Source: an optimization exercise on an open RTL-to-GDS flow (aim: small area). Production flows keep margins and buffers that such runs may drop.
At most, simulation tests tie the RTL to the original design; equivalence was not proved.
Only the layout flow was run in run 5; the RTL was not checked for function there.
Power and IR drop assume default switching activity.

===== design/flow/run.sh =====
#!/bin/bash
# synth_recipe.tcl (not shown) runs the flow's synth.tcl, then flattens the netlist and writes it again
# the make line also repeats each setting of config.mk as NAME=value (left out here)
make -C /OpenROAD-flow-scripts/flow DESIGN_CONFIG=/design/flow/config.mk WORK_HOME=/design/flow/orfs CLKGATE_MAP_FILE= SYNTH_SCRIPT=/design/flow/synth_recipe.tcl finish

===== design/flow/config.mk =====
export PLATFORM = sky130hd
export DESIGN_NAME = CPU
export DESIGN_NICKNAME = CPU
export VERILOG_FILES = /design/flow/design.v
export SDC_FILE = /design/flow/constraint.sdc
export NUM_CORES = 4
export LEC_CHECK = 0
export ABC_AREA = 1
export CAP_MARGIN = 20
export CORE_MARGIN = 2
export CORE_UTILIZATION = 40
export CTS_BUF_LIST = sky130_fd_sc_hd__clkbuf_8
export CTS_CLUSTER_DIAMETER = 50
export CTS_CLUSTER_SIZE = 20
export SLEW_MARGIN = 20

===== design/flow/constraint.sdc =====
create_clock -name core_clock -period 14.0 [get_ports {clk}]
set_input_delay 2.8000 -clock core_clock [delete_from_list [all_inputs] [get_ports {clk}]]
set_output_delay 2.8000 -clock core_clock [all_outputs]
set_load 0.01 [all_outputs]

===== design/flow/design.v =====
module CPU(
    input [0:0] clk,
    input [0:0] reset,
    input [15:0] in,
    output [15:0] out,
    output [7:0] imem_addr,
    input [15:0] imem_data,
    output [7:0] dmem_addr,
    output [15:0] dmem_wdata,
    output dmem_we,
    input [15:0] dmem_rdata
);
reg [15:0] pc;       
reg [15:0] fpc;      
reg [15:0] ir;       
reg        v;        
reg        lz;       
reg [15:0] A, B;     
reg [15:3] irE;      
reg [2:0]  opE;      
reg [15:0] resM;     
reg [15:0] dM;       
reg [2:0]  rdM;
reg        rwM, mwM, msM, jalM;
reg [15:0] valW;     
reg [2:0]  rdW;
reg        rwW;
reg [15:0] rf [1:7];  
wire [2:0] opD  = ir[2:0];
wire [2:0] rs1D = ir[8:6];
wire [2:0] rs2D = ir[11:9];
wire [2:0] rdD  = ir[5:3];
wire isJalD = (opD == 3'd6);
wire isJrD  = (opD == 3'd7);
wire useRd  = (opD == 3'd3) || isJrD;
wire [2:0] rbD = useRd ? rdD : rs2D;
wire [15:0] inc = pc + {14'd0, ~(lz && v && isJalD), 1'b0};
reg [15:0] ra, rb;
integer k;
always @(*) begin
    ra = inc & {16{isJalD}};
    rb = 16'd0;
    for (k = 1; k < 8; k = k + 1) begin
        ra = ra | (rf[k] & {16{rs1D == k && !isJalD}});
        rb = rb | (rf[k] & {16{rbD == k}});
    end
end
wire c1f = (rs1D != 3'd0) && ((rs1D == rdM && rwM) || (rs1D == rdW && rwW));
wire c2f = (rs2D != 3'd0) && ((rs2D == rdM && rwM) || (rs2D == rdW && rwW));
wire [15:0] c1 = c1f ? valW : ra;
wire [15:0] c2 = c2f ? valW : rb;
wire take = v && (opD[2] && (opD[1] || (opD[0] ? (c1 < c2) : (c1 == c2))));
wire [15:0] immB = isJalD ? {{5{ir[15]}}, ir[15:6], 1'b0}
                          : {{8{ir[15]}}, ir[15:12], ir[5:3], 1'b0};
wire [15:0] tgt = fpc + immB;
wire selJr  = !reset && take && isJrD;
wire selTgt = !reset && take && !isJrD;
wire selInc = !reset && !take;
always @(negedge clk) begin
    pc  <= (rb & {16{selJr}}) | (tgt & {16{selTgt}}) | (inc & {16{selInc}});
    fpc <= pc;
end
assign imem_addr = fpc[8:1];
always @(posedge clk) begin
    ir <= imem_data;
    v  <= ~reset;
    lz <= ~v;
end
always @(posedge clk) begin
    A   <= ra;
    B   <= rb;
    irE <= {ir[15], ir[14] | ~v, ir[13:6], ir[5:3] & {3{v}}};
    opE <= opD & {3{v}};
end
wire isR   = (opE == 3'd0);
wire isI   = (opE == 3'd1);
wire isL   = (opE == 3'd2);
wire isS   = (opE == 3'd3);
wire isBr  = (opE == 3'd4) || (opE == 3'd5);
wire isJal = (opE == 3'd6);
wire isJr  = (opE == 3'd7);
wire rwE   = isR || isI || isL || isJal;
wire msE   = !(isR || isI || isJal);    
wire [2:0] rs1E = irE[8:6];
wire [2:0] rs2E = irE[11:9];
wire [2:0] rdE  = irE[5:3];
wire [2:0] rsBE = isS ? rdE : rs2E;
wire mA = !isJal && rs1E != 3'd0 && rs1E == rdM && rwM;
wire wA = !isJal && rs1E != 3'd0 && rs1E == rdW && rwW && rs1E != rdM;
wire mAv = mA && !jalM;
wire nA = !mA && !wA;
wire [15:0] Af = (resM & {16{mAv}}) | (valW & {16{wA}}) | (A & {16{nA}});
wire mB = !isS && rsBE != 3'd0 && rsBE == rdM && rwM;
wire wB = rsBE != 3'd0 && rsBE == rdW && rwW && (isS || rsBE != rdM);
wire mBv = mB && !jalM;
wire nB = !mB && !wB;
wire [15:0] Bf = (resM & {16{mBv}}) | (valW & {16{wB}}) | (B & {16{nB}});
wire [15:0] imm = isI   ? {{11{irE[13]}}, irE[13:9]} :
                  isJal ? {{5{irE[15]}}, irE[15:6], 1'b0} :
                  isBr  ? {{8{irE[15]}}, irE[15:12], irE[5:3], 1'b0} :
                          {{9{irE[15]}}, irE[15:9]};
wire [15:0] bin = isR ? Bf : imm;
wire [3:0] func = irE[15:12];
wire sub = (isR && func == 4'd1) || isJal || isBr;
wire [15:0] sum = Af + (bin ^ {16{sub}}) + {15'd0, sub};
wire shr = irE[15];
wire [15:0] shin, shout, shrev;
genvar gi;
generate
    for (gi = 0; gi < 16; gi = gi + 1) begin : rev
        assign shin[gi]  = shr ? Af[15 - gi] : Af[gi];
        assign shrev[gi] = shout[15 - gi];
    end
endgenerate
assign shout = shin << irE[12:9];
wire opSum = (isR && func[3:1] == 3'd0) || (isI && irE[15:14] == 2'd0) ||
             isL || isS || isBr || isJal;
wire opOr  = isR && func == 4'd2;
wire opAnd = isR && func == 4'd3;
wire opXor = isI && irE[15:14] == 2'd3;
wire opShl = isI && irE[15:14] == 2'd1 && !irE[13];
wire opShr = isI && irE[15:14] == 2'd2 && !irE[13];
wire [15:0] alu = (sum   & {16{opSum}}) |
                  ((Af | bin) & {16{opOr}}) |
                  ((Af & bin) & {16{opAnd}}) |
                  ((Af ^ bin) & {16{opXor}}) |
                  (shout & {16{opShl}}) |
                  (shrev & {16{opShr}});
always @(posedge clk) begin
    resM <= alu;
    dM   <= Bf;
    rdM  <= rdE;
    msM  <= msE;
    jalM <= isJal;
    rwM  <= ~reset & rwE;
    mwM  <= ~reset & isS;
end
wire z = (resM == 16'd0);
wire fwdM = rdM != 3'd0 && rdM == rdW && rwW;
wire [15:0] sdata = fwdM ? valW : dM;
assign dmem_addr  = resM[8:1];
assign dmem_we    = mwM;
assign dmem_wdata = sdata & {16{~z}};
assign out        = sdata & {16{z && mwM}};
wire selIn  = msM && z;
wire selMem = msM && !z;
always @(posedge clk) begin
    valW <= (in & {16{selIn}}) | (dmem_rdata & {16{selMem}}) | (resM & {16{!msM}});
    rdW  <= rdM;
    rwW  <= rwM;
end
generate
    for (gi = 1; gi < 8; gi = gi + 1) begin : regs
        always @(negedge clk) begin
            if (reset) rf[gi] <= 16'd0;
            else if (rwW && rdW == gi) rf[gi] <= valW;
        end
    end
endgenerate
endmodule

==> notes.md, run 1 <==
* Synthesized Nets at 2340
* Num CTS Buffers at 36
* Syn Inst Count at 2210
* Grt ovf at 0
* Clock skew at 40.57 ps
* CP Max Fanout at 16
* Final estimated routing congestion in global placement at 0.9808
* Die area at 0.04061 mm2
* Clock Tree Root: clkbuf_8
* Worst-margin pin slew at 1033 ps
* RSZ-0062 raised after global routing: false
* Initial antenna violation count at 0
* CTS tree: done
* Placed cell areas at 0.01695 mm2
* DRT Pass-1 Iters at 6
* Vias at 16780
* Final antenna-violating net count at 0
* Element type at the critical path end: register
* Yosys warns at 2
* Post-synth top area cell: dfxtp_1
* Vias in the first global route at 16000
* Fillers at 4035
* H-tree levels at 2
* Crit path required time at 7560 ps
* NumNets Final at 2531
* WL per Instance at 21.29 um
* Post-CTS setup buffer count at 0
* Crit path kind: reg -> reg
* # setup viols final at 0
* DP HPWL at 47.13 mm
* WP data arrival at 6330 ps
* Cts hold-fix bufs at 0
* Pin count of the biggest net entering global routing at 114
* Mapped Area at 0.01561 mm2
* Fin area at 0.01838 mm2
* Fraction of registers with async set or reset after synthesis at 0
* Leading cell types by count after synthesis: nand2_1, dfxtp_1, inv_1
* Top cells by area, synth: dfxtp_1, nand2_1, o21ai_0, ha_1, a21oi_1
* Fin. Hold Viols at 0
* Post_cts resized at 0
* Hold crit path type: reg -> reg
* Max-Slew Margin vs Limit at 0.3074
* CTS Buffer Depth at 3
* Post-Route WL at 62.79 mm
* EDFF count, synth at 0
* # DRC at 0
* Row cnt at 72
* Synth-to-layout area growth at 17.74%
* Port Buffers at 98
* Max capacitance violation total at 0
* PD cells at 123.2 mW/mm2
* Avg Inst Size Synth at 7.062 um2
* Most frequent cell after synthesis: nand2_1
* Die X at 201.5 um
* Total GRT Usage at 0.3028
* Ys flop type: dfxtp_1
* Sequential area share after synthesis at 0.3450
* CTS sink cnt at 269
* Layout cell share with drive strength beyond 1 at 0.08399
* Pins Over Slew Limit at 0
* Initial Util at 0.4048
* Hold_ws at 361.1 ps
* Reg clk slew, reported paths at 90 ps
* Clk latency of the worst-skew pair at 630 ps
* DRT iter0 DRCs at 1679
* Io pins at 99
* Post-synth top area share at 0.3450
* Lkg Pwr at 8.113 nW
* Max VDD drop at 0.00008412 V
* First-pass GRT wire length at 94.20 mm
* Core area at 0.03856 mm2
* Seq cells post-synth at 269
* Die height at 201.5 um
* Final setup TNS at 0 ps
* Status: no timing/DRC/antenna violations
* Vias per inst at 5.689
* Netlist cell types at 60
* CP startpoint kind: register
worst max-delay path, stage by stage, from the launching register on:
cell	delay [ps]
dfxtp_1	440
nand2_1	240
o21ai_2	320
inv_2	100
nor3_2	780
inv_2	310
o2111ai_1	560
o21ai_0	190
ha_1	350
inv_1	60
o21bai_1	60
a221oi_1	240
o211ai_1	130
nand2_1	80
nand2_1	60
a21oi_2	430
nand2_1	200
nor3b_2	840
a21oi_1	180
o21ai_1	120
sequential cells by signal (all words and copies together) (netlist names):
name / cells
rf: 112
A: 16
B: 16
dM: 16
fpc: 16
ir: 16
pc: 16
resM: 16
valW: 16
irE: 13
opE: 3
rdM: 3
rdW: 3
jalM: 1
lz: 1
msM: 1
mwM: 1
rwM: 1
rwW: 1
v: 1
through the flow:
| step | util | setup slack, ps | total power, W | instances |
|---|---|---|---|---|
| detailed placement | 0.4395 | 1347 | 0.001432 | 2738 |
| floorplan | - | 2411 | 0.001240 | 2210 |
| global placement | 0.4395 | 1462 | 0.001432 | 2738 |
| finish | 0.4766 | 1227 | 0.002264 | 2949 |
| CTS | 0.4765 | 1272 | 0.002272 | 2947 |
| global route | 0.4765 | 479.7 | 0.002392 | 2947 |
per-layer routing:
metal  GRT usage  part of all wire
met1      0.3782              0.41
met2      0.4833              0.45
met3     0.05539             0.079
met4      0.1888             0.065
met5           0                 0
cell families after synthesis:
family	share of synthesized area
AND/OR/NAND/NOR	0.2425
buffers and inverters	0.09628
AO/OA/AOI/OAI	0.2309
XOR/XNOR	0.02020
adder cells (fa/ha/maj)	0.06510
flip-flops	0.3450
final timing paths:
path / cells after the start / slack (ps) / endpoint / startpoint
min: 0 / 360 / fpc[7] / pc[7]
max: 19 / 1230 / pc[13] / ir[1]
max reg2reg: 19 / 1230 / pc[13] / ir[1]
min reg2reg: 0 / 360 / fpc[7] / pc[7]
final cells by class:
| type | count | area, um2 | share of cell area |
|---|---|---|---|
| Timing Repair Buffer | 128 | 1206 | 0.06564 |
| Inverter | 254 | 953.4 | 0.05188 |
| Sequential cell | 269 | 5385 | 0.2930 |
| Clock buffer | 37 | 509.2 | 0.02771 |
| Tap cell | 518 | 648.1 | 0.03527 |
| Clock inverter | 173 | 920.9 | 0.05011 |
| Antenna cell | 2 | 5.005 | 0.0002723 |
| Multi-Input combinational cell | 1568 | 8748 | 0.4761 |
power by group:
group	total [W]	leakage (nW)	internal, W	switching [W]
combinational	0.000480	4.71	0.000157	0.000323
sequential	0.000889	2.20	0.000819	0.0000701
clock	0.000895	1.20	0.000393	0.000502
total	0.00226	8.11	0.00137	0.000895
layout by cell type (no fill, tap or decap), types with 9 or more instances in the layout:
cell / synthesis / routed
o22ai_1: 29 / 29
dfxtp_1: 269 / 269
a221oi_1: 46 / 46
nand3_1: 170 / 170
o21ai_0: 201 / 200
nand3_2: 14 / 14
nor2_1: 135 / 129
a22oi_1: 16 / 16
nand2_1: 445 / 445
clkbuf_8: 0 / 37
a21oi_1: 193 / 193
buf_4: 20 / 30
xor2_1: 28 / 28
o21ai_1: 14 / 13
o211ai_1: 34 / 34
o2111ai_1: 15 / 15
nand2_2: 9 / 9
inv_1: 209 / 352
o21ai_2: 8 / 10
clkdlybuf4s50_1: 0 / 98
nand4_1: 29 / 29
inv_2: 28 / 29
ha_1: 78 / 78
clkinv_1: 18 / 18
nor3_1: 18 / 18
==> inputs of run 2 (changes only) <==
--- a/design/flow/design.v
+++ b/design/flow/design.v
@@ -52,7 +52,8 @@
 wire take = v && (opD[2] && (opD[1] || (opD[0] ? (c1 < c2) : (c1 == c2))));
 wire [15:0] immB = isJalD ? {{5{ir[15]}}, ir[15:6], 1'b0}
                           : {{8{ir[15]}}, ir[15:12], ir[5:3], 1'b0};
-wire [15:0] tgt = fpc + immB;
+wire [15:0] tgt;
+ripple_add #(16) tgt_add (.a(fpc), .b(immB), .ci(1'b0), .s(tgt));
 wire selJr  = !reset && take && isJrD;
 wire selTgt = !reset && take && !isJrD;
 wire selInc = !reset && !take;
@@ -102,7 +103,8 @@
 wire [15:0] bin = isR ? Bf : imm;
 wire [3:0] func = irE[15:12];
 wire sub = (isR && func == 4'd1) || isJal || isBr;
-wire [15:0] sum = Af + (bin ^ {16{sub}}) + {15'd0, sub};
+wire [15:0] sum;
+ripple_add #(16) alu_add (.a(Af), .b(bin ^ {16{sub}}), .ci(sub), .s(sum));
 wire shr = irE[15];
 wire [15:0] shin, shout, shrev;
 genvar gi;
@@ -120,10 +122,11 @@
 wire opXor = isI && irE[15:14] == 2'd3;
 wire opShl = isI && irE[15:14] == 2'd1 && !irE[13];
 wire opShr = isI && irE[15:14] == 2'd2 && !irE[13];
+wire logAnd = opAnd || opOr;
+wire logXor = opOr || opXor;
 wire [15:0] alu = (sum   & {16{opSum}}) |
-                  ((Af | bin) & {16{opOr}}) |
-                  ((Af & bin) & {16{opAnd}}) |
-                  ((Af ^ bin) & {16{opXor}}) |
+                  ((Af & bin) & {16{logAnd}}) |
+                  ((Af ^ bin) & {16{logXor}}) |
                   (shout & {16{opShl}}) |
                   (shrev & {16{opShr}});
 always @(posedge clk) begin
@@ -158,3 +161,19 @@
     end
 endgenerate
 endmodule
+module ripple_add #(parameter W = 16) (
+    input [W-1:0] a,
+    input [W-1:0] b,
+    input ci,
+    output [W-1:0] s
+);
+wire [W:0] c;
+assign c[0] = ci;
+genvar i;
+generate
+    for (i = 0; i < W; i = i + 1) begin : bit_
+        assign s[i] = a[i] ^ b[i] ^ c[i];
+        assign c[i+1] = (a[i] & b[i]) | (c[i] & (a[i] ^ b[i]));
+    end
+endgenerate
+endmodule
--- a/design/flow/config.mk
+++ b/design/flow/config.mk
@@ -8,7 +8,7 @@
 export ABC_AREA = 1
 export CAP_MARGIN = 20
 export CORE_MARGIN = 2
-export CORE_UTILIZATION = 40
+export CORE_UTILIZATION = 65
 export CTS_BUF_LIST = sky130_fd_sc_hd__clkbuf_8
 export CTS_CLUSTER_DIAMETER = 50
 export CTS_CLUSTER_SIZE = 20
==> run 2 against run 1 <==
Net effect: still clean; clock skew grew 20 ps; wire length decreased by 8.0%; global-route usage increased by 17 points; core utilization increased by 29 points; synthesized area decreased by 4.8%; sequential share of layout area increased by 2.0 points; first-iteration DRC count is 57% higher; hold slack got worse by 8.4 ps; die area down 41%; setup slack got worse by 940 ps; critical path type unchanged; critical endpoint is now pc[15]; largest power group is now registers.
==> notes.md, run 2 <==
* Layout cell share with drive strength beyond 1 at 0.06971 (-0.01428)
* CTS Buffer Depth at 3 (unchanged)
* Initial antenna violation count at 0 (unchanged)
* CP max stage delay at 520 ps (-320 ps)
* Lkg Pwr at 7.681 nW (-5.3%)
* Port Buffers at 98 (unchanged)
* CTS tree: done
* Vias at 16650 (-0.76%)
* Top cells by area, synth: dfxtp_1, nand2_1, nand3_1, o21ai_0, a21oi_1
* Fraction of registers with async set or reset after synthesis at 0 (unchanged)
* Pins Over Slew Limit at 0 (unchanged)
* Max VDD drop at 0.0001382 V (+64%)
* PD cells at 124.6 mW/mm2 (+1.2%)
* Vias per inst at 6.599 (+16%)
* # diodes at 0 (-2)
* Fin area at 0.01719 mm2 (-6.4%)
* Commonest non-fill, non-tap cell in the layout: nand2_1
* Die height at 155.2 um (-23%)
* EDFF count, synth at 0 (unchanged)
* Io pins at 99 (unchanged)
* Post-synth top area share at 0.3626 (+0.01756)
* Final antenna-violating net count at 0 (unchanged)
* Setup crit start: ir[0]
* WP data arrival at 7260 ps (+930 ps)
* Crit path kind: reg -> reg
* Worst Slack Setup Final at 288.2 ps (-938.5 ps)
* H-tree levels at 1 (-1)
* Fin. Hold Viols at 0 (unchanged)
* Mapped Area at 0.01485 mm2 (-4.8%)
* Final estimated routing congestion in global placement at 1.015 (+3.4%)
* First-pass GRT wire length at 87.77 mm (-6.8%)
* Element type at the critical path end: register
* Pre-CTS WS at 214.2 ps (-1133 ps)
* Hold crit path type: reg -> reg
* Synth-to-layout area growth at 15.77%
* Synthesized Nets at 2152 (-8.0%)
* Num CTS Buffers at 29 (-19%)
* Post_cts resized at 0 (unchanged)
* DRT Pass-1 Iters at 9 (+3)
* Die area at 0.02407 mm2 (-41%)
* Worst-margin pin slew at 961.1 ps (-72.22 ps)
* DP HPWL at 40.32 mm (-14%)
* Syn Inst Count at 2040 (-7.7%)
* # DRC at 0 (unchanged)
* Vias in the first global route at 15830 (-1.1%)
* Critical path's slowest cell: fa_1
* Fillers at 1643 (-59%)
* Max-Slew Margin vs Limit at 0.3584 (+0.05103)
* HP Start: pc[9]
* Seq cells post-synth at 269 (unchanged)
* Ys flop type: dfxtp_1
* Final setup TNS at 0 ps (unchanged)
* CP startpoint kind: register
* Leading cell types by count after synthesis: nand2_1, dfxtp_1, nand3_1
* Post-synth top area cell: dfxtp_1
* Most frequent cells in the layout: nand2_1, inv_1, dfxtp_1
* Total GRT Usage at 0.4705 (+0.1677)
* Max reg flops at 112 (unchanged)
* Post-CTS setup buffer count at 0 (unchanged)
* Grt ovf at 0 (unchanged)
* Cts hold-fix bufs at 0 (unchanged)
* NumNets Final at 2327 (-8.1%)
* Clock skew at 60.46 ps (+19.88 ps)
* Die X at 155.2 um (-23%)
* Crit path required time at 7550 ps (about the same)
* Clock Tree Root: clkbuf_8
* Avg Inst Size Synth at 7.280 um2 (+3.1%)
* Clk latency of the worst-skew pair at 690 ps (+60 ps)
* Most used cell, CP: fa_1
* Buf/Inv on CP at 4 (+1)
* Pin count of the biggest net entering global routing at 61 (-46%)
* Netlist cell types at 49 (-18%)
* Placed cell areas at 0.01589 mm2 (-6.2%)
* Max capacitance violation total at 0 (unchanged)
* DRT iter0 DRCs at 2636 (+57%)
* # setup viols final at 0 (unchanged)
* CP Max Fanout at 6 (-10)
* Kind of cell adding the most delay to the critical path: adder cells
* CTS sink cnt at 269 (unchanged)
* Top reg by flops: rf
* Core area at 0.02250 mm2 (-42%)
* RSZ-0062 raised after global routing: false
* Most frequent cell after synthesis: nand2_1
* Initial Util at 0.6600 (+0.2552)
* R2R Path Start: ir[0]
* Yosys warns at 2 (unchanged)
* Row cnt at 55 (-24%)
* Sequential area share after synthesis at 0.3626 (+0.01756)
* WL per Instance at 22.89 um (+7.5%)
* Reg clk slew, reported paths at 110 ps (+20 ps)
* Status: no timing/DRC/antenna violations
* Post-Route WL at 57.74 mm (-8.0%)
run 2: changes by cell type in the layout (fill, tap and decap cells not counted), moves of 13 or more:
cell and delta:
nand3_1 +31, a21oi_1 -25, ha_1 -43, o21ai_0 -13
inv_2 -19, fa_1 +25, nand2_1 -77, nor2_1 -32
inv_1 -35, nand4_1 +87
run 2: cell families after synthesis:
kind of cell / share of synthesized area
DFF: 0.3626
xor gates and xnor gates: 0.01887
and+or+nand+nor: 0.2602
buffers and inverters: 0.09082
AOI/OAI and AO/OA: 0.2016
adders and majority gates: 0.06588
run 2: layout make-up:
type | count | area [um2] | share of cell area
Timing Repair Buffer | 131 | 1229 | 0.07146
Multi-Input combinational cell | 1440 | 8175 | 0.4755
Sequential cell | 269 | 5386 | 0.3133
Clock buffer | 30 | 412.9 | 0.02401
Clock inverter | 168 | 879.6 | 0.05116
Tap cell | 285 | 356.6 | 0.02074
Inverter | 200 | 754.5 | 0.04388
run 2: path summary, 6_finish.rpt:
check	cells past startpoint	slack [ps]	to
worst max-delay path	25	290	pc[15]
worst min-delay path	0	350	fpc[9]
worst max register to register	25	290	pc[15]
worst min register to register	0	350	fpc[9]
run 2: power breakdown:
part           switching, W  leakage, nW  internal (W)  total (W)
logic              0.000281         4.33      0.000140   0.000421
clock network      0.000504         1.15      0.000328   0.000832
registers         0.0000716         2.20      0.000818   0.000890
run 2: worst reg2reg max path: stages (launching register included):
cell and delay (ps):
dfxtp_1 360, inv_1 100, nand3_2 140, nand2_1 80
o21ai_0 110, ha_1 220, fa_1 430, fa_1 450
fa_1 520, fa_1 450, fa_1 420, fa_1 420
fa_1 430, fa_1 400, inv_1 80, fa_1 180
fa_1 180, fa_1 170, inv_1 50, fa_1 380
fa_1 400, xnor2_1 240, xor2_1 170, inv_1 60
nand4_1 80, nand3_1 90
run 2: stage by stage:
| stage | utilization | cells | total power, W | hold WS [ps] |
|---|---|---|---|---|
| 3_3_place_gp | 0.7060 | 2326 | 0.001353 | 334.4 |
| 4_1_cts | 0.7632 | 2523 | 0.002115 | 355.0 |
| 2_1_floorplan | - | 2040 | 0.001196 | 325.8 |
| 5_1_grt | 0.7641 | 2523 | 0.002224 | 353.3 |
| 3_5_place_dp | 0.7060 | 2326 | 0.001360 | 342.8 |
| 6_report | 0.7641 | 2523 | 0.002143 | 352.7 |
run 2: metal layers:
metal	vias up	wire, um	GRT usage
met5	-	0	0
met4	0	4615	0.3347
met3	338	7596	0.1281
met2	1332	25050	0.7253
met1	7570	20480	0.5701
li1	7410	-	-
==> inputs of run 3 (changes only) <==
--- a/design/flow/config.mk
+++ b/design/flow/config.mk
@@ -8,7 +8,7 @@
 export ABC_AREA = 1
 export CAP_MARGIN = 20
 export CORE_MARGIN = 2
-export CORE_UTILIZATION = 65
+export CORE_UTILIZATION = 40
 export CTS_BUF_LIST = sky130_fd_sc_hd__clkbuf_8
 export CTS_CLUSTER_DIAMETER = 50
 export CTS_CLUSTER_SIZE = 20
==> run 3 against run 2 <==
Net effect: sequential power down 0.4%; largest power group unchanged; first-iteration DRC count down 36%; final cell count up 7.5%; critical path type unchanged; largest cell class unchanged; wire length up 0.34%; flip-flop and latch count unchanged; non-clock buffer count down 2; count of clock-buffer cells in the layout up 7; highest routed layer unchanged; combinational power down 1%; critical endpoint unchanged; clock power down 5.2%; clock skew up 2.0 ps; core utilization down 29 points.
==> notes.md, run 3 <==
* Status: no timing/DRC/antenna violations
* Hold crit path type: reg -> reg
* Sequential area share after synthesis at 0.3626 (unchanged)
* Clk latency of the worst-skew pair at 620 ps (-70 ps)
* Max reg flops at 112 (unchanged)
* Commonest non-fill, non-tap cell in the layout: nand2_1
* DP HPWL at 42.21 mm (+4.7%)
* Synth-to-layout area growth at 17.01%
* Yosys warns at 2 (unchanged)
* PD cells at 120.4 mW/mm2 (-3.4%)
* Crit path kind: reg -> reg
* CP startpoint kind: register
* Finished Layout Cells at 2712 (+7.5%)
* Clock Tree Root: clkbuf_8
* Final setup TNS at 0 ps (unchanged)
* Synthesized Nets at 2152 (unchanged)
* Ys flop type: dfxtp_1
* Element type at the critical path end: register
* Lkg Pwr at 7.675 nW (about the same)
* Most frequent cell after synthesis: nand2_1
* Initial Util at 0.4057 (-0.2543)
* Buf/Inv on CP at 4 (unchanged)
* Max VDD drop at 0.0001004 V (-27%)
* WP data arrival at 7090 ps (-170 ps)
* Worst-margin pin slew at 1085 ps (+124.0 ps)
* Hold endpoint: rdM[2]
* Fraction of registers with async set or reset after synthesis at 0 (unchanged)
* Avg Inst Size Synth at 7.280 um2 (unchanged)
* CTS Buffer Depth at 3 (unchanged)
* Top reg by flops: rf
* Cts hold-fix bufs at 0 (unchanged)
* Layout cell share with drive strength beyond 1 at 0.07086 (+0.001151)
* Most frequent cells in the layout: nand2_1, inv_1, dfxtp_1
* Mapped Area at 0.01485 mm2 (unchanged)
* Final antenna-violating net count at 0 (unchanged)
* Post-Route WL at 57.94 mm (+0.34%)
* Final estimated routing congestion in global placement at 0.9867 (-2.7%)
* Die height at 196.7 um (+27%)
* # setup viols final at 0 (unchanged)
* Flop-to-flop setup slack at 390 ps (+100 ps)
* NumNets Final at 2331 (+0.17%)
* Vias per inst at 5.811 (-12%)
* Hold depth at 0 (unchanged)
* Fin. Hold Viols at 0 (unchanged)
* Port Buffers at 98 (unchanged)
* CP Max Fanout at 6 (unchanged)
* Kind of cell adding the most delay to the critical path: adder cells
* Pins Over Slew Limit at 0 (unchanged)
* Initial antenna violation count at 0 (unchanged)
* Pin count of the biggest net entering global routing at 83 (+36%)
* CTS sink cnt at 269 (unchanged)
* R2R Path End: pc[15]
* # diodes at 0 (unchanged)
* HP Start: irE[5]
* Io pins at 99 (unchanged)
* H-tree levels at 2 (+1)
* Post_cts resized at 0 (unchanged)
* EDFF count, synth at 0 (unchanged)
* Row cnt at 70 (+27%)
* CP max stage delay at 450 ps (-70 ps)
* Crit path required time at 7480 ps (-70 ps)
* Syn Inst Count at 2040 (unchanged)
* RSZ-0062 raised after global routing: false
* Grt ovf at 0 (unchanged)
* First-pass GRT wire length at 87.73 mm (about the same)
* Seq cells post-synth at 269 (unchanged)
* Placed insts at 2507 (+7.8%)
* Post-synth top area cell: dfxtp_1
* Max capacitance violation total at 0 (unchanged)
* Fillers at 3818 (+130%)
* Total GRT Usage at 0.2969 (-0.1736)
* Post-CTS setup buffer count at 0 (unchanged)
* WL per Instance at 21.36 um (-6.7%)
* Num CTS Buffers at 35 (+21%)
* Vias in the first global route at 15090 (-4.7%)
* # DRC at 0 (unchanged)
* Most used cell, CP: fa_1
* DRT iter0 DRCs at 1698 (-36%)
* Post-synth top area share at 0.3626 (unchanged)
* Critical path's slowest cell: fa_1
* Vias at 15760 (-5.3%)
* Netlist cell types at 49 (unchanged)
* Worst r2r path cells at 25 (unchanged)
* DRT Pass-1 Iters at 9 (unchanged)
* R2R Path Start: ir[0]
* Clock skew at 62.47 ps (+2.009 ps)
* Leading cell types by count after synthesis: nand2_1, dfxtp_1, nand3_1
* Core area at 0.03661 mm2 (+63%)
* Die area at 0.03869 mm2 (+61%)
* Top cells by area, synth: dfxtp_1, nand2_1, nand3_1, o21ai_0, a21oi_1
* Die X at 196.7 um (+27%)
* Reg clk slew, reported paths at 100 ps (about the same)
* CTS tree: done
* Max-Slew Margin vs Limit at 0.2756 (-0.08276)
[run 3: cell types whose count changed in the layout (fill, tap and decap cells not counted), sizes merged]
cell / delta
buf: -2
bufinv: -1
clkbuf: +7
clkinvlp: +2
[run 3: logic make-up (layout without fill, tap and decap cells)]
logic type,Yosys count,in the layout,share of synthesized area
fa+ha+maj,62,62,0.06588
compound gates,511,511,0.2016
buf+inv,331,535,0.09082
flops,269,269,0.3626
simple gates,835,835,0.2602
xor+xnor,32,32,0.01887
[run 3: area by class of cell]
cell class | instances | area (um2) | area share
Multi-Input combinational cell | 1440 | 8173 | 0.4703
Timing Repair Buffer | 129 | 1214 | 0.06984
Tap cell | 468 | 585.6 | 0.03370
Inverter | 200 | 755.7 | 0.04349
Clock buffer | 37 | 509.2 | 0.02930
Sequential cell | 269 | 5385 | 0.3099
Clock inverter | 169 | 755.7 | 0.04349
[run 3: worst max-delay path by stage]
| stage | startpoint | cells past startpoint | slack, ps | end |
|---|---|---|---|---|
| final | ir[0] | 25 | 390 | pc[15] |
| after global routing | ir[0] | 25 | 60 | pc[15] |
| after CTS | ir[0] | 25 | 350 | pc[15] |
| after detailed placement | ir[0] | 25 | 340 | pc[15] |
| after global placement | ir[0] | 25 | 390 | pc[15] |
| after floorplan | ir[0] | 26 | 280 | pc[15] |
[run 3: per-layer routing]
layer,GRT usage,wire [um],part of all wire
met2,0.4888,26820,0.46
met4,0.1487,2718,0.047
met1,0.3687,23850,0.41
met3,0.06314,4552,0.079
met5,0,0,0
[run 3: power breakdown]
part	internal (W)	switching [W]
Clock	0.000336	0.000453
Sequential	0.000820	0.0000665
Combinational	0.000140	0.000277
Total	0.00130	0.000797
[run 3: through the flow]
step	area, um2	utilization	worst slack [ps]	total power, W	hold slack (ps)
after floorplan	14850	-	281.5	0.001196	325.8
after global placement	16110	0.4399	392.0	0.001365	342.3
after detailed placement	16110	0.4400	344.7	0.001368	340.7
after CTS	17370	0.4744	345.8	0.002106	350.7
after global routing	17380	0.4747	63.95	0.002217	358.7
final	17380	0.4747	392.5	0.002092	348.6
==> inputs of run 4 (changes only) <==
==> design/flow/config.mk (replaced) <==
export PLATFORM = sky130hd
export DESIGN_NAME = CPU
export DESIGN_NICKNAME = CPU
export VERILOG_FILES = /design/flow/design.v
export SDC_FILE = /design/flow/constraint.sdc
export NUM_CORES = 4
export LEC_CHECK = 0
export ABC_AREA = 1
export CAP_MARGIN = 0
export CORE_MARGIN = 2
export CORE_UTILIZATION = 40
export CTS_BUF_LIST = sky130_fd_sc_hd__clkbuf_4
export CTS_CLUSTER_DIAMETER = 40
export CTS_CLUSTER_SIZE = 12
export SLEW_MARGIN = 0
==> run 4 against run 3 <==
Net effect: die area stayed put; count of clock-buffer cells in the layout is 7 higher; sequential power hardly changed; hold slack hardly changed; register-to-register slack worse by 30 ps.
==> notes.md, run 4 <==
* Hold endpoint: rdM[2]
* Final Power at 0.002186 W (+4.5%)
* Most frequent cells in the layout: nand2_1, inv_1, dfxtp_1
* Most frequent cell after synthesis: nand2_1
* Sequential cell area at 0.005385 mm2 (unchanged)
* Die X at 196.7 um (unchanged)
* Die area at 0.03869 mm2 (unchanged)
* Grt ovf at 0 (unchanged)
* Critical path's slowest cell: fa_1
* NumNets Final at 2339 (+0.34%)
* Placed cell areas at 0.01611 mm2 (about the same)
* Io pins at 99 (unchanged)
* Max-Slew Margin vs Limit at 0.2275 (-0.04816)
* Hold depth at 0 (unchanged)
* Initial Util at 0.4057 (unchanged)
* Avg Inst Size Synth at 7.280 um2 (unchanged)
* RSZ-0062 raised after global routing: false
* Clock skew at 39.57 ps (-22.90 ps)
* Final estimated routing congestion in global placement at 0.9867 (unchanged)
* Vias in the first global route at 15080 (-0.046%)
* Max VDD drop at 0.00008417 V (-16%)
* Pin count of the biggest net entering global routing at 83 (unchanged)
* Top reg by flops: rf
* DRT iter0 DRCs at 1814 (+6.8%)
* Fillers at 3750 (-1.8%)
* Most used cell, CP: fa_1
* Worst r2r path cells at 24 (-4.0%)
* CP Max Fanout at 6 (unchanged)
* Pre-CTS WS at 324.9 ps (-19.82 ps)
* Sequential area share after synthesis at 0.3626 (unchanged)
* R2R Path End: pc[15]
* WP data arrival at 7250 ps (+160 ps)
* Element type at the critical path end: register
* Seq cells post-synth at 269 (unchanged)
* Final setup TNS at 0 ps (unchanged)
* # DRC at 0 (unchanged)
* Total GRT Usage at 0.2967 (about the same)
* Post-Route WL at 58.07 mm (+0.23%)
* CTS tree: done
* Mapped Area at 0.01485 mm2 (unchanged)
* PD cells at 125.0 mW/mm2 (+3.9%)
* Crit path required time at 7620 ps (+140 ps)
* Final antenna-violating net count at 0 (unchanged)
* Vias per inst at 5.796 (-0.27%)
* DP HPWL at 42.20 mm (about the same)
* Vias at 15820 (+0.39%)
* Top cells by area, synth: dfxtp_1, nand2_1, nand3_1, o21ai_0, a21oi_1
* Worst Slack Setup Final at 366.8 ps (-25.72 ps)
* Yosys warns at 2 (unchanged)
* EDFF count, synth at 0 (unchanged)
* Fin area at 0.01748 mm2 (+0.60%)
* Commonest non-fill, non-tap cell in the layout: nand2_1
* Syn Inst Count at 2040 (unchanged)
* CTS Buffer Depth at 3 (unchanged)
* Cts hold-fix bufs at 0 (unchanged)
* Post-CTS setup buffer count at 0 (unchanged)
* First-pass GRT wire length at 87.71 mm (about the same)
* Pins Over Slew Limit at 0 (unchanged)
* Clock Tree Root: clkbuf_4
* R2R Path Start: ir[1]
* Status: no timing/DRC/antenna violations
* Fraction of registers with async set or reset after synthesis at 0 (unchanged)
* Post_cts resized at 0 (unchanged)
* Reg clk slew, reported paths at 130 ps (+30 ps)
* Row cnt at 70 (unchanged)
* CP startpoint kind: register
* Fin. Hold Viols at 0 (unchanged)
* Initial antenna violation count at 1 (+1)
* WL per Instance at 21.27 um (-0.43%)
* Hold crit path type: reg -> reg
* Synthesized Nets at 2152 (unchanged)
* Area used by multi-input combinational logic at 0.008168 mm2 (about the same)
* CP max stage delay at 450 ps (about the same)
* Leading cell types by count after synthesis: nand2_1, dfxtp_1, nand3_1
* Core area at 0.03661 mm2 (unchanged)
* Crit path cell chain: nand3_2 -> nand2_1 -> o21ai_0 -> ha_1 -> fa_1 -> fa_1 -> fa_1 -> fa_1 -> fa_1 -> fa_1 -> fa_1 -> fa_1 -> inv_1 -> fa_1 -> fa_1 -> fa_1 -> inv_1 -> fa_1 -> fa_1 -> xnor2_1 -> xor2_1 -> inv_1 -> nand4_1 -> nand3_1
* Post-synth top area share at 0.3626 (unchanged)
* Critical path depth in cells at 24 (-4.0%)
* Netlist cell types at 49 (unchanged)
* H-tree levels at 2 (unchanged)
* Max reg flops at 112 (unchanged)
* DRT Pass-1 Iters at 8 (-1)
* Post-synth top area cell: dfxtp_1
* Crit path kind: reg -> reg
* Kind of cell adding the most delay to the critical path: adder cells
* Ys flop type: dfxtp_1
* Clk latency of the worst-skew pair at 750 ps (+130 ps)
* HP Start: irE[5]
* Buf/Inv on CP at 3 (-1)
* Lkg Pwr at 7.736 nW (+0.79%)
* Layout cell share with drive strength beyond 1 at 0.07873 (+0.007871)
* Num CTS Buffers at 43 (+23%)
* CTS sink cnt at 269 (unchanged)
* Flop-to-flop setup slack at 370 ps (-30 ps)
* Port Buffers at 98 (unchanged)
* Die height at 196.7 um (unchanged)
* Synth-to-layout area growth at 17.71%
* Worst-margin pin slew at 1159 ps (+73.73 ps)
* # setup viols final at 0 (unchanged)
* Max capacitance violation total at 0 (unchanged)
[run 4: final cells by class]
cell class | instances | area share
well taps | 468 | 0.03350
flip-flops and latches | 269 | 0.3080
clock buffers | 44 | 0.01889
multi-input cells | 1440 | 0.4672
diodes | 1 | 0.0001431
inverters | 200 | 0.04316
clock inverters | 179 | 0.05962
repair buffers | 129 | 0.06942
[run 4: report_power, final]
group	leakage [nW]	internal (W)	switching (W)
logic	4.32	0.000140	0.000279
clock network	1.21	0.000411	0.000471
registers	2.20	0.000819	0.0000666
total	7.74	0.00137	0.000816
[run 4: stage by stage]
stage,hold WS [ps],instances,utilization
floorplan,325.8,2040,-
global placement,342.3,2507,0.4399
detailed placement,343.6,2507,0.4399
CTS,343.7,2729,0.4773
global route,338.5,2730,0.4775
finish,348.6,2730,0.4775
[run 4: cells by family after synthesis]
group	after synthesis	synth area share
compound gates	511	0.2016
xor+xnor	32	0.01887
fa+ha+maj	62	0.06588
buf+inv	331	0.09082
flops	269	0.3626
simple gates	835	0.2602
[run 4: metal layers]
metal,vias up,wire length (um),GRT usage,part of all wire
met5,-,0,0,0
met4,0,2619,0.1454,0.045
met3,168,4728,0.05852,0.081
met2,826,26910,0.4898,0.46
met1,7367,23820,0.3715,0.41
li1,7461,-,-,-
[run 4: how the worst max path moves through the flow]
stage,end,from
final,pc[15],ir[1]
after global routing,pc[15],ir[1]
after CTS,pc[15],ir[0]
after detailed placement,pc[15],ir[0]
after global placement,pc[15],ir[0]
after floorplan,pc[15],ir[0]
==> inputs of run 5 (changes only) <==
--- a/design/flow/design.v
+++ b/design/flow/design.v
@@ -34,15 +34,17 @@
 wire isJrD  = (opD == 3'd7);
 wire useRd  = (opD == 3'd3) || isJrD;
 wire [2:0] rbD = useRd ? rdD : rs2D;
-wire [15:0] inc = pc + {14'd0, ~(lz && v && isJalD), 1'b0};
+wire [15:0] inc = pc + 16'd2;
+wire byA = !isJalD && rs1D != 3'd0 && rs1D == rdW && rwW;
+wire byB = !isJrD  && rbD  != 3'd0 && rbD  == rdW && rwW;
 reg [15:0] ra, rb;
 integer k;
 always @(*) begin
-    ra = inc & {16{isJalD}};
-    rb = 16'd0;
+    ra = (fpc & {16{isJalD}}) | (valW & {16{byA}});
+    rb = valW & {16{byB}};
     for (k = 1; k < 8; k = k + 1) begin
-        ra = ra | (rf[k] & {16{rs1D == k && !isJalD}});
-        rb = rb | (rf[k] & {16{rbD == k}});
+        ra = ra | (rf[k] & {16{rs1D == k && !isJalD && !byA}});
+        rb = rb | (rf[k] & {16{rbD == k && !byB}});
     end
 end
 wire c1f = (rs1D != 3'd0) && ((rs1D == rdM && rwM) || (rs1D == rdW && rwW));
@@ -57,11 +59,11 @@
 wire selJr  = !reset && take && isJrD;
 wire selTgt = !reset && take && !isJrD;
 wire selInc = !reset && !take;
-always @(negedge clk) begin
+always @(posedge clk) begin
     pc  <= (rb & {16{selJr}}) | (tgt & {16{selTgt}}) | (inc & {16{selInc}});
     fpc <= pc;
 end
-assign imem_addr = fpc[8:1];
+assign imem_addr = pc[8:1];
 always @(posedge clk) begin
     ir <= imem_data;
     v  <= ~reset;
@@ -70,7 +72,7 @@
 always @(posedge clk) begin
     A   <= ra;
     B   <= rb;
-    irE <= {ir[15], ir[14] | ~v, ir[13:6], ir[5:3] & {3{v}}};
+    irE <= {ir[15], ir[14] | ~v, ir[13:10], isJalD ? ~lz : ir[9], ir[8:6], ir[5:3] & {3{v}}};
     opE <= opD & {3{v}};
 end
 wire isR   = (opE == 3'd0);
@@ -97,12 +99,12 @@
 wire nB = !mB && !wB;
 wire [15:0] Bf = (resM & {16{mBv}}) | (valW & {16{wB}}) | (B & {16{nB}});
 wire [15:0] imm = isI   ? {{11{irE[13]}}, irE[13:9]} :
-                  isJal ? {{5{irE[15]}}, irE[15:6], 1'b0} :
+                  isJal ? {14'd0, irE[9], 1'b0} :
                   isBr  ? {{8{irE[15]}}, irE[15:12], irE[5:3], 1'b0} :
                           {{9{irE[15]}}, irE[15:9]};
 wire [15:0] bin = isR ? Bf : imm;
 wire [3:0] func = irE[15:12];
-wire sub = (isR && func == 4'd1) || isJal || isBr;
+wire sub = (isR && func == 4'd1) || isBr;
 wire [15:0] sum;
 ripple_add #(16) alu_add (.a(Af), .b(bin ^ {16{sub}}), .ci(sub), .s(sum));
 wire shr = irE[15];
@@ -154,7 +156,7 @@
 end
 generate
     for (gi = 1; gi < 8; gi = gi + 1) begin : regs
-        always @(negedge clk) begin
+        always @(posedge clk) begin
             if (reset) rf[gi] <= 16'd0;
             else if (rwW && rdW == gi) rf[gi] <= valW;
         end
==> design/flow/config.mk (replaced) <==
export PLATFORM = sky130hd
export DESIGN_NAME = CPU
export DESIGN_NICKNAME = CPU
export VERILOG_FILES = /design/flow/design.v
export SDC_FILE = /design/flow/constraint.sdc
export NUM_CORES = 4
export LEC_CHECK = 0
export ABC_AREA = 1
export CAP_MARGIN = 20
export CORE_MARGIN = 2
export CORE_UTILIZATION = 40
export CTS_BUF_LIST = sky130_fd_sc_hd__clkbuf_8
export CTS_CLUSTER_DIAMETER = 50
export CTS_CLUSTER_SIZE = 20
export SLEW_MARGIN = 20
==> run 5 against run 4 <==
Net effect: register-to-register slack better by 3800 ps; global-route usage up 2.4 points; design area down 0.42%; clock power down 17%; critical path type unchanged; critical endpoint is now resM[15].
==> notes.md, run 5 <==
* Mapped Area at 0.01542 mm2 (+3.9%)
* Fraction of registers with async set or reset after synthesis at 0 (unchanged)
* CTS Buffer Depth at 3 (unchanged)
* WP data arrival at 10310 ps (+3060 ps)
* Ys flop type: dfxtp_1
* Lkg Pwr at 7.141 nW (-7.7%)
* Sequential area share after synthesis at 0.3492 (-0.01344)
* Clock skew at 37.74 ps (-1.826 ps)
* # DRC at 0 (unchanged)
* Core area at 0.03784 mm2 (+3.4%)
* Grt ovf at 0 (unchanged)
* Top reg by flops: rf
* Area used by multi-input combinational logic at 0.008478 mm2 (+3.8%)
* Top sig layer: met4
* Post_cts resized at 0 (unchanged)
* Fin. Hold Viols at 0 (unchanged)
* CP startpoint kind: register
* Max-Slew Margin vs Limit at 0.2641 (+0.03662)
* DP HPWL at 49.31 mm (+17%)
* Initial antenna violation count at 0 (-1)
* CP Max Fanout at 21 (+15)
* Syn Inst Count at 2189 (+7.3%)
* CTS sink cnt at 269 (unchanged)
* Most frequent cells in the layout: nand2_1, dfxtp_1, inv_1
* Row cnt at 71 (+1.4%)
* Status: no timing/DRC/antenna violations
* CTS tree: done
* Final setup TNS at 0 ps (unchanged)
* Crit path kind: reg -> reg
* Die X at 200.4 um (+1.9%)
* Pins Over Slew Limit at 0 (unchanged)
* Layout cell share with drive strength beyond 1 at 0.07844 (-0.0002861)
* Die area at 0.04015 mm2 (+3.8%)
* Commonest non-fill, non-tap cell in the layout: nand2_1
* Fin crit period at 9796 ps
* Post-Route WL at 65.41 mm (+13%)
* Peak Freq at 102.1 MHz
* Final estimated routing congestion in global placement at 0.9790 (-0.78%)
* DRT iter0 DRCs at 1439 (-21%)
* Seq cells post-synth at 269 (unchanged)
* Max reg flops at 112 (unchanged)
* EDFF count, synth at 0 (unchanged)
* Num CTS Buffers at 36 (-16%)
* Die height at 200.4 um (+1.9%)
* PD cells at 121.7 mW/mm2 (-2.7%)
* Crit path required time at 14510 ps (+6890 ps)
* Initial Util at 0.4076 (+0.001885)
* Final antenna-violating net count at 0 (unchanged)
* Sequential cell area at 0.005385 mm2 (unchanged)
* Most frequent cell after synthesis: nand2_1
* Worst-margin pin slew at 1096 ps (-63.16 ps)
* Synth-to-layout area growth at 12.87%
* Worst Slack Setup Final at 4204 ps (+3838 ps)
* Final core occ at 0.4600 (-0.01748)
* Pin count of the biggest net entering global routing at 116 (+40%)
* Synthesized Nets at 2300 (+6.9%)
* H-tree levels at 2 (unchanged)
* First-pass GRT wire length at 96.32 mm (+9.8%)
* Port Buffers at 98 (unchanged)
* Vias at 15700 (-0.76%)
* Fillers at 3978 (+6.1%)
* Vias per inst at 5.726 (-1.2%)
* WL per Instance at 23.86 um (+12%)
* Pre-CTS WS at 4338 ps (+4013 ps)
* Top cells by area, synth: dfxtp_1, nand2_1, nand3_1, a21oi_1, o21ai_0
* Critical path's slowest cell: dfxtp_1
* RSZ-0062 raised after global routing: false
* Total GRT Usage at 0.3209 (+0.02426)
* Clk latency of the worst-skew pair at 650 ps (-100 ps)
* CP max stage delay at 730 ps (+280 ps)
* Vias in the first global route at 14870 (-1.4%)
* Yosys warns at 2 (unchanged)
* Reg clk slew, reported paths at 80 ps (-50 ps)
* Io pins at 99 (unchanged)
* Post-synth top area share at 0.3492 (-0.01344)
* # diodes at 0 (-1)
* Cts hold-fix bufs at 0 (unchanged)
* Element type at the critical path end: register
* Clock Tree Root: clkbuf_8
* Max VDD drop at 0.00009350 V (+11%)
* Post-CTS setup buffer count at 0 (unchanged)
* Avg Inst Size Synth at 7.046 um2 (-3.2%)
* # setup viols final at 0 (unchanged)
* NumNets Final at 2315 (-1.0%)
* Hold crit path type: reg -> reg
* Met3 wire len at 4.331 mm (-8.4%)
* Leading cell types by count after synthesis: nand2_1, dfxtp_1, inv_1
* Metal-1 WL at 26.18 mm (+9.9%)
* Final period util at 0.6997
* WL met2 at 29.82 mm (+11%)
* DRT Pass-1 Iters at 5 (-3)
* Netlist cell types at 55 (+12%)
* Post-synth top area cell: dfxtp_1
* Most used cell, CP: fa_1
* Max capacitance violation total at 0 (unchanged)
[run 5: changes by cell type in the layout (fill, tap and decap cells not counted), moves of 15 or more]
cell and change:
o21ai_1 +15, nand4_1 -38, o21ai_0 -15, clkbuf_4 -44, inv_1 -93, a221oi_1 -27
nand2_1 +56, a22oi_1 -19, o22ai_1 +22, clkbuf_8 +37, nor2_1 +75
[run 5: metal layers]
metal  GRT usage  up-vias
met3     0.04458      199
met1      0.3963     7402
met5           0        -
met4      0.2164        0
met2      0.5217      682
li1            -     7418
[run 5: per-stage QoR]
stage / instance area (um2) / power [W] / hold slack [ps] / cells
after global placement: 16540 / 0.001389 / 336.4 / 2677
after floorplan: 15420 / 0.001186 / 329.0 / 2189
final: 17410 / 0.002118 / 354.5 / 2742
after detailed placement: 16540 / 0.001391 / 344.1 / 2677
after global routing: 17410 / 0.002202 / 360.8 / 2742
after CTS: 17410 / 0.002115 / 355.9 / 2742
[run 5: layout make-up]
type | instances | area share
well taps | 511 | 0.03673
inverters | 242 | 0.05239
repair buffers | 117 | 0.06454
flip-flops and latches | 269 | 0.3093
clock buffers | 37 | 0.02925
multi-input cells | 1538 | 0.4870
clock inverters | 28 | 0.02077
[run 5: cells by family (layout without fill, tap and decap cells)]
group	count (synthesis)	count (layout)	share of synthesized area
and+or+nand+nor	932	932	0.2760
DFF	269	269	0.3492
buffers and inverters	382	424	0.1034
adders and majority gates	61	61	0.06263
AOI/OAI and AO/OA	520	520	0.1947
xor gates and xnor gates	25	25	0.01420
[run 5: report_power, final]
part / switching [W] / internal, W / total, W
logic: 0.000330 / 0.000156 / 0.000485
registers: 0.0000833 / 0.000820 / 0.000904
clock network: 0.000392 / 0.000337 / 0.000729
[run 5: worst max-delay path, delay by kind of cell (launching register included)]
kind | cells | cell delay (ps)
AOI/OAI and AO/OA | 4 | 570
xor gates and xnor gates | 2 | 300
adders and majority gates | 14 | 5920
buffers and inverters | 5 | 880
DFF | 1 | 730
and+or+nand+nor | 12 | 1260
[run 5: final timing paths]
kind	endpoint	slack, ps	from	depth (start not counted)
worst max-delay path	resM[15]	4200	irE[11]	37
worst min-delay path	fpc[0]	350	pc[0]	0
worst max register to register	resM[15]	4200	irE[11]	37
worst min register to register	fpc[0]	350	pc[0]	0
==> inputs of run 6 (changes only) <==
--- a/design/flow/design.v
+++ b/design/flow/design.v
@@ -47,8 +47,8 @@
         rb = rb | (rf[k] & {16{rbD == k && !byB}});
     end
 end
-wire c1f = (rs1D != 3'd0) && ((rs1D == rdM && rwM) || (rs1D == rdW && rwW));
-wire c2f = (rs2D != 3'd0) && ((rs2D == rdM && rwM) || (rs2D == rdW && rwW));
+wire c1f = (rs1D != 3'd0) && rs1D == rdM && rwM;
+wire c2f = (rs2D != 3'd0) && rs2D == rdM && rwM;
 wire [15:0] c1 = c1f ? valW : ra;
 wire [15:0] c2 = c2f ? valW : rb;
 wire take = v && (opD[2] && (opD[1] || (opD[0] ? (c1 < c2) : (c1 == c2))));
==> run 6 against run 5 <==
Net effect: hold slack lost 16 ps; critical endpoint unchanged; synthesized cell count shrank 2.4%; combinational power shrank 6.2%; clock skew grew 37 ps; flip-flop and latch count is the same; synthesized area shrank 0.15%; final cell count shrank 1.9%; first-iteration DRC count grew 4.0%; wire length shrank 2.1%; still clean; die area shrank 0.14%; global-route usage shrank 0.74 points.
==> notes.md, run 6 <==
* Lkg Pwr at 6.971 nW (-2.4%)
* Leading cell types by count after synthesis: nand2_1, dfxtp_1, nand3_1
* Vias in the first global route at 14700 (-1.1%)
* Most used cell, CP: fa_1
* Io pins at 99 (unchanged)
* Worst-margin pin slew at 1046 ps (-49.72 ps)
* Seq cells post-synth at 269 (unchanged)
* DRT iter0 DRCs at 1497 (+4.0%)
* Final period util at 0.6860 (-0.01372)
* DP HPWL at 47.98 mm (-2.7%)
* Max-Slew Margin vs Limit at 0.3008 (+0.03668)
* Initial antenna violation count at 0 (unchanged)
* Synthesized Nets at 2247 (-2.3%)
* Pins Over Slew Limit at 0 (unchanged)
* Fin. Hold Viols at 0 (unchanged)
* Final estimated routing congestion in global placement at 1.009 (+3.1%)
* DRT Pass-1 Iters at 6 (+1)
* Peak Freq at 104.1 MHz (+2.0%)
* Pin count of the biggest net entering global routing at 114 (-1.7%)
* Simple-gate share of the synthesized area at 0.2778 (+0.001866)
* Max reg flops at 112 (unchanged)
* Fraction of registers with async set or reset after synthesis at 0 (unchanged)
* Post-Route WL at 64.05 mm (-2.1%)
* Compound-gate portion of the synthesized area at 0.1960 (+0.001341)
* Final antenna-violating net count at 0 (unchanged)
* Most frequent cells in the layout: nand2_1, dfxtp_1, nand3_1
* Post-synthesis adder-cell area fraction at 0.06272 (+0.00009158)
* Synth-to-layout area growth at 12.85% (about the same)
* Netlist cell types at 58 (+5.5%)
* Avg Inst Size Synth at 7.210 um2 (+2.3%)
* XOR/XNOR Fraction of Synth Area at 0.01527 (+0.001077)
* Die area at 0.04009 mm2 (-0.14%)
* CTS Buffer Depth at 3 (unchanged)
* CP max stage delay at 680 ps (-50 ps)
* Status: no timing/DRC/antenna violations
* Element type at the critical path end: register
* Main combinational cell family by area after synthesis: simple AND/OR/NAND/NOR gates
* Max capacitance violation total at 0 (unchanged)
* Max VDD drop at 0.00008706 V (-6.9%)
* Post-synth top area share at 0.3497 (+0.0005106)
* WL per Instance at 23.80 um (-0.22%)
* Num CTS Buffers at 36 (unchanged)
* Post-synth top area cell: dfxtp_1
* NumNets Final at 2262 (-2.3%)
* Top cells by area, synth: dfxtp_1, nand2_1, nand3_1, o21ai_0, a21oi_1
* Fin crit period at 9604 ps (-192.1 ps)
* CP startpoint kind: register
* Clk latency of the worst-skew pair at 650 ps (about the same)
* Die X at 200.2 um (about the same)
* EDFF count, synth at 0 (unchanged)
* Port Buffers at 98 (unchanged)
* Most frequent cell after synthesis: nand2_1
* # DRC at 0 (unchanged)
* # setup viols final at 0 (unchanged)
* Grt ovf at 0 (unchanged)
* CTS sink cnt at 269 (unchanged)
* Clock Tree Root: clkbuf_8
* Critical path's slowest cell: dfxtp_1
* Cts hold-fix bufs at 0 (unchanged)
* Post-CTS setup buffer count at 0 (unchanged)
* Vias at 15680 (-0.11%)
* CP Max Fanout at 21 (unchanged)
* PD cells at 120.0 mW/mm2 (-1.4%)
* First-pass GRT wire length at 94.61 mm (-1.8%)
* WP data arrival at 10110 ps (-200 ps)
* Syn Inst Count at 2136 (-2.4%)
* Crit path kind: reg -> reg
* Die height at 200.2 um (about the same)
* Mux cell area share after synthesis at 0 (unchanged)
* H-tree levels at 2 (unchanged)
* Post_cts resized at 0 (unchanged)
* Vias per inst at 5.828 (+1.8%)
* Mapped Area at 0.01540 mm2 (-0.15%)
* Hold_ws at 338.7 ps (-15.86 ps)
* CTS tree: done
* Sequential area share after synthesis at 0.3497 (+0.0005106)
* Reg clk slew, reported paths at 80 ps (about the same)
* Initial Util at 0.4079 (about the same)
* Commonest non-fill, non-tap cell in the layout: nand2_1
* Ys flop type: dfxtp_1
* Clock skew at 74.42 ps (+36.68 ps)
* Hold crit path type: reg -> reg
* Yosys warns at 2 (unchanged)
* Layout cell share with drive strength beyond 1 at 0.09316 (+0.01472)
* Crit path required time at 14500 ps (about the same)
* Final setup TNS at 0 ps (unchanged)
* Top reg by flops: rf
* RSZ-0062 raised after global routing: false
* Total GRT Usage at 0.3135 (-0.007423)
* Core area at 0.03776 mm2 (-0.23%)
* Row cnt at 71 (unchanged)
-- run 6: cells by family (layout without fill, tap and decap cells) --
kind of cell               count (synthesis)  after routing
AOI/OAI and AO/OA                        514            514
adders and majority gates                 61             61
xor gates and xnor gates                  26             26
and+or+nand+nor                          911            911
other                                      0              1
buffers and inverters                    355            398
DFF                                      269            269
-- run 6: stage by stage --
step	power [W]	cells	utilization	setup slack [ps]	area [um2]
6_report	0.002086	2691	0.4603	4396	17380
4_1_cts	0.002086	2689	0.4601	4388	17370
5_1_grt	0.002166	2690	0.4603	3846	17380
2_1_floorplan	0.001174	2136	-	5702	15400
3_5_place_dp	0.001372	2623	0.4372	4431	16510
3_3_place_gp	0.001372	2623	0.4372	4515	16510
-- run 6: worst max-delay path: cells and delay by family, from the launching register on --
kind / cells / cell delay, ps
fa+ha+maj: 14 / 5920
simple gates: 10 / 1170
buf+inv: 5 / 860
flops: 1 / 680
compound gates: 3 / 490
xor+xnor: 3 / 390
-- run 6: metal layers --
layer | wire [um] | global-route usage
met3 | 4930 | 0.04995
met2 | 29260 | 0.5089
met5 | 0 | 0
met1 | 25320 | 0.3852
met4 | 4543 | 0.2066
-- run 6: report_power, final --
group / internal (W) / leakage, nW / switching (W)
logic: 0.000148 / 4.35 / 0.000306
clock network: 0.000352 / 0.423 / 0.000366
registers: 0.000821 / 2.20 / 0.0000926
-- run 6: area by class of cell --
cell class / count / area, um2
sequential: 269 / 5385
fill: 3870 / 20370
clock buffer: 42 / 578.1
antenna: 1 / 2.502
clock inverter: 24 / 286.5
timing repair buffer: 117 / 1124
tap: 511 / 639.4
inverter: 215 / 807.0
multi-input combinational: 1512 / 8558
-- run 6: worst paths after layout --
path	from	to	slack, ps	cells past startpoint
setup / recovery	irE[11]	resM[15]	4400	35
hold / removal	rwM	rwW	340	0
setup reg to reg	irE[11]	resM[15]	4400	35
hold reg to reg	rwM	rwW	340	0
==> inputs of run 7 (changes only) <==
--- a/design/flow/config.mk
+++ b/design/flow/config.mk
@@ -10,6 +10,6 @@
 export CORE_MARGIN = 2
 export CORE_UTILIZATION = 40
 export CTS_BUF_LIST = sky130_fd_sc_hd__clkbuf_8
-export CTS_CLUSTER_DIAMETER = 50
-export CTS_CLUSTER_SIZE = 20
+export CTS_CLUSTER_DIAMETER = 70
+export CTS_CLUSTER_SIZE = 12
 export SLEW_MARGIN = 20
==> run 7 against run 6 <==
Net effect: fmax is 0.15% lower; clock skew is 7.5 ps higher; hold slack worse by 11 ps; global-route usage is 0.24 points lower; critical path depth stayed put; setup slack worse by 15 ps; largest cell class unchanged; still clean on timing, DRC and antenna; count of clock-buffer cells in the layout is 14 lower.
==> notes.md, run 7 <==
* EDFF count, synth at 0 (unchanged)
* Sequential cell area at 0.005385 mm2 (unchanged)
* Vias per inst at 5.839 (+0.18%)
* CTS Buffer Depth at 3 (unchanged)
* CTS sink cnt at 269 (unchanged)
* Crit path kind: reg -> reg
* Compound-gate portion of the synthesized area at 0.1960 (unchanged)
* Num CTS Buffers at 28 (-22%)
* Io pins at 99 (unchanged)
* Worst-margin pin slew at 1072 ps (+26.52 ps)
* Worst Slack Setup Final at 4382 ps (-14.82 ps)
* Max-Slew Margin vs Limit at 0.2830 (-0.01773)
* Pre-CTS WS at 4431 ps (unchanged)
* Post-CTS setup buffer count at 0 (unchanged)
* Initial Util at 0.4079 (unchanged)
* Lkg Pwr at 6.788 nW (-2.6%)
* Final antenna-violating net count at 0 (unchanged)
* Die area at 0.04009 mm2 (unchanged)
* NumNets Final at 2254 (-0.35%)
* Ys flop type: dfxtp_1
* CP max stage delay at 680 ps (about the same)
* Seq cells post-synth at 269 (unchanged)
* Top reg by flops: rf
* DRT iter0 DRCs at 1406 (-6.1%)
* Most frequent cell after synthesis: nand2_1
* Clk latency of the worst-skew pair at 690 ps (+40 ps)
* Pins Over Slew Limit at 0 (unchanged)
* WL per Instance at 23.95 um (+0.63%)
* Synthesized Nets at 2247 (unchanged)
* Critical path's slowest cell: dfxtp_1
* # setup viols final at 0 (unchanged)
* Top cells by area, synth: dfxtp_1, nand2_1, nand3_1, o21ai_0, a21oi_1
* CTS tree: done
* Syn Inst Count at 2136 (unchanged)
* Most frequent cells in the layout: nand2_1, dfxtp_1, nand3_1
* Final core occ at 0.4493 (-0.01100)
* Initial antenna violation count at 0 (unchanged)
* Element type at the critical path end: register
* Mapped Area at 0.01540 mm2 (unchanged)
* RSZ-0062 raised after global routing: false
* Core area at 0.03776 mm2 (unchanged)
* Fraction of registers with async set or reset after synthesis at 0 (unchanged)
* Commonest non-fill, non-tap cell in the layout: nand2_1
* Grt ovf at 0 (unchanged)
* WP data arrival at 10130 ps (+20 ps)
* Die height at 200.2 um (unchanged)
* Pin count of the biggest net entering global routing at 114 (unchanged)
* Fillers at 3907 (+0.96%)
* Final setup TNS at 0 ps (unchanged)
* Post_cts resized at 0 (unchanged)
* Die X at 200.2 um (unchanged)
* Avg Inst Size Synth at 7.210 um2 (unchanged)
* Layout cell share with drive strength beyond 1 at 0.07911 (-0.01406)
* Main combinational cell family by area after synthesis: simple AND/OR/NAND/NOR gates
* Reg clk slew, reported paths at 90 ps (about the same)
* Yosys warns at 2 (unchanged)
* Row cnt at 71 (unchanged)
* H-tree levels at 1 (-1)
* Post-Route WL at 63.74 mm (-0.49%)
* Hold crit path type: reg -> reg
* Cts hold-fix bufs at 0 (unchanged)
* DRT Pass-1 Iters at 6 (unchanged)
* Final estimated routing congestion in global placement at 1.009 (unchanged)
* Leading cell types by count after synthesis: nand2_1, dfxtp_1, nand3_1
* First-pass GRT wire length at 94.50 mm (-0.12%)
* Simple-gate share of the synthesized area at 0.2778 (unchanged)
* Fin. Hold Viols at 0 (unchanged)
* Post-synth top area cell: dfxtp_1
* Final period util at 0.6870 (+0.001059)
* Mux cell area share after synthesis at 0 (unchanged)
* Clock skew at 81.91 ps (+7.488 ps)
* XOR/XNOR Fraction of Synth Area at 0.01527 (unchanged)
* CP startpoint kind: register
* Area used by multi-input combinational logic at 0.008558 mm2 (unchanged)
* DP HPWL at 47.98 mm (unchanged)
* Hold_ws at 327.3 ps (-11.33 ps)
* Sequential area share after synthesis at 0.3497 (unchanged)
* Post-synth top area share at 0.3497 (unchanged)
* CP Max Fanout at 21 (unchanged)
* Peak Freq at 104.0 MHz (-0.15%)
* Max VDD drop at 0.00008783 V (+0.88%)
* Synth-to-layout area growth at 10.16%
* Status: no timing/DRC/antenna violations
* Clock Tree Root: clkbuf_8
* Crit path required time at 14510 ps (about the same)
* Most used cell, CP: fa_1
* Netlist cell types at 58 (unchanged)
* Fin crit period at 9618 ps (+14.82 ps)
* Port Buffers at 98 (unchanged)
* Vias at 15540 (-0.94%)
* # DRC at 0 (unchanged)
* Total GRT Usage at 0.3111 (-0.002395)
* Max capacitance violation total at 0 (unchanged)
* Post-synthesis adder-cell area fraction at 0.06272 (unchanged)
* Max reg flops at 112 (unchanged)
* Vias in the first global route at 14540 (-1.1%)
* PD cells at 108.9 mW/mm2 (-9.3%)
==> run 7: cell counts after synthesis <==
Identical to the previous run, type by type.
==> run 7: critical path: cells and delay by family (launching register included) <==
family / cells / cell delay, ps
AO/OA/AOI/OAI: 3 / 480
XOR/XNOR: 3 / 390
adder cells (fa/ha/maj): 14 / 5920
buffers and inverters: 5 / 850
flip-flops: 1 / 680
AND/OR/NAND/NOR: 10 / 1150
==> run 7: kinds of logic after synthesis <==
group,after synthesis
buffers and inverters,355
XOR/XNOR,26
adder cells (fa/ha/maj),61
AND/OR/NAND/NOR,911
flip-flops,269
AO/OA/AOI/OAI,514
==> run 7: final cells by class <==
type                       instances  share of cell area
clock buffer                      28             0.02272
timing repair buffer             117             0.06623
clock inverter                     8            0.003761
inverter                         215             0.04757
sequential                       269              0.3174
tap                              511             0.03769
antenna                            1           0.0001475
multi-input combinational       1512              0.5045
==> run 7: through the flow <==
stage / cells / area, um2 / total power [W]
CTS: 2659 / 16960 / 0.001851
global route: 2660 / 16960 / 0.001932
finish: 2661 / 16970 / 0.001847
floorplan: 2136 / 15400 / 0.001174
detailed placement: 2623 / 16510 / 0.001372
global placement: 2623 / 16510 / 0.001372
==> run 7: worst paths after layout <==
check,end,startpoint,slack [ps],depth (start not counted)
setup / recovery,resM[15],irE[11],4380,35
hold / removal,rwW,rwM,330,0
setup reg to reg,resM[15],irE[11],4380,35
hold reg to reg,rwW,rwM,330,0
==> run 7: power by group <==
group	internal [W]	switching, W	total (W)
logic	0.000148	0.000306	0.000454
clock network	0.000187	0.000293	0.000480
registers	0.000821	0.0000922	0.000913
==> run 7: metal layers <==
| layer | track usage | part of all wire |
|---|---|---|
| met1 | 0.3868 | 0.40 |
| met2 | 0.5068 | 0.46 |
| met3 | 0.05060 | 0.078 |
| met4 | 0.1876 | 0.070 |
| met5 | 0 | 0 |
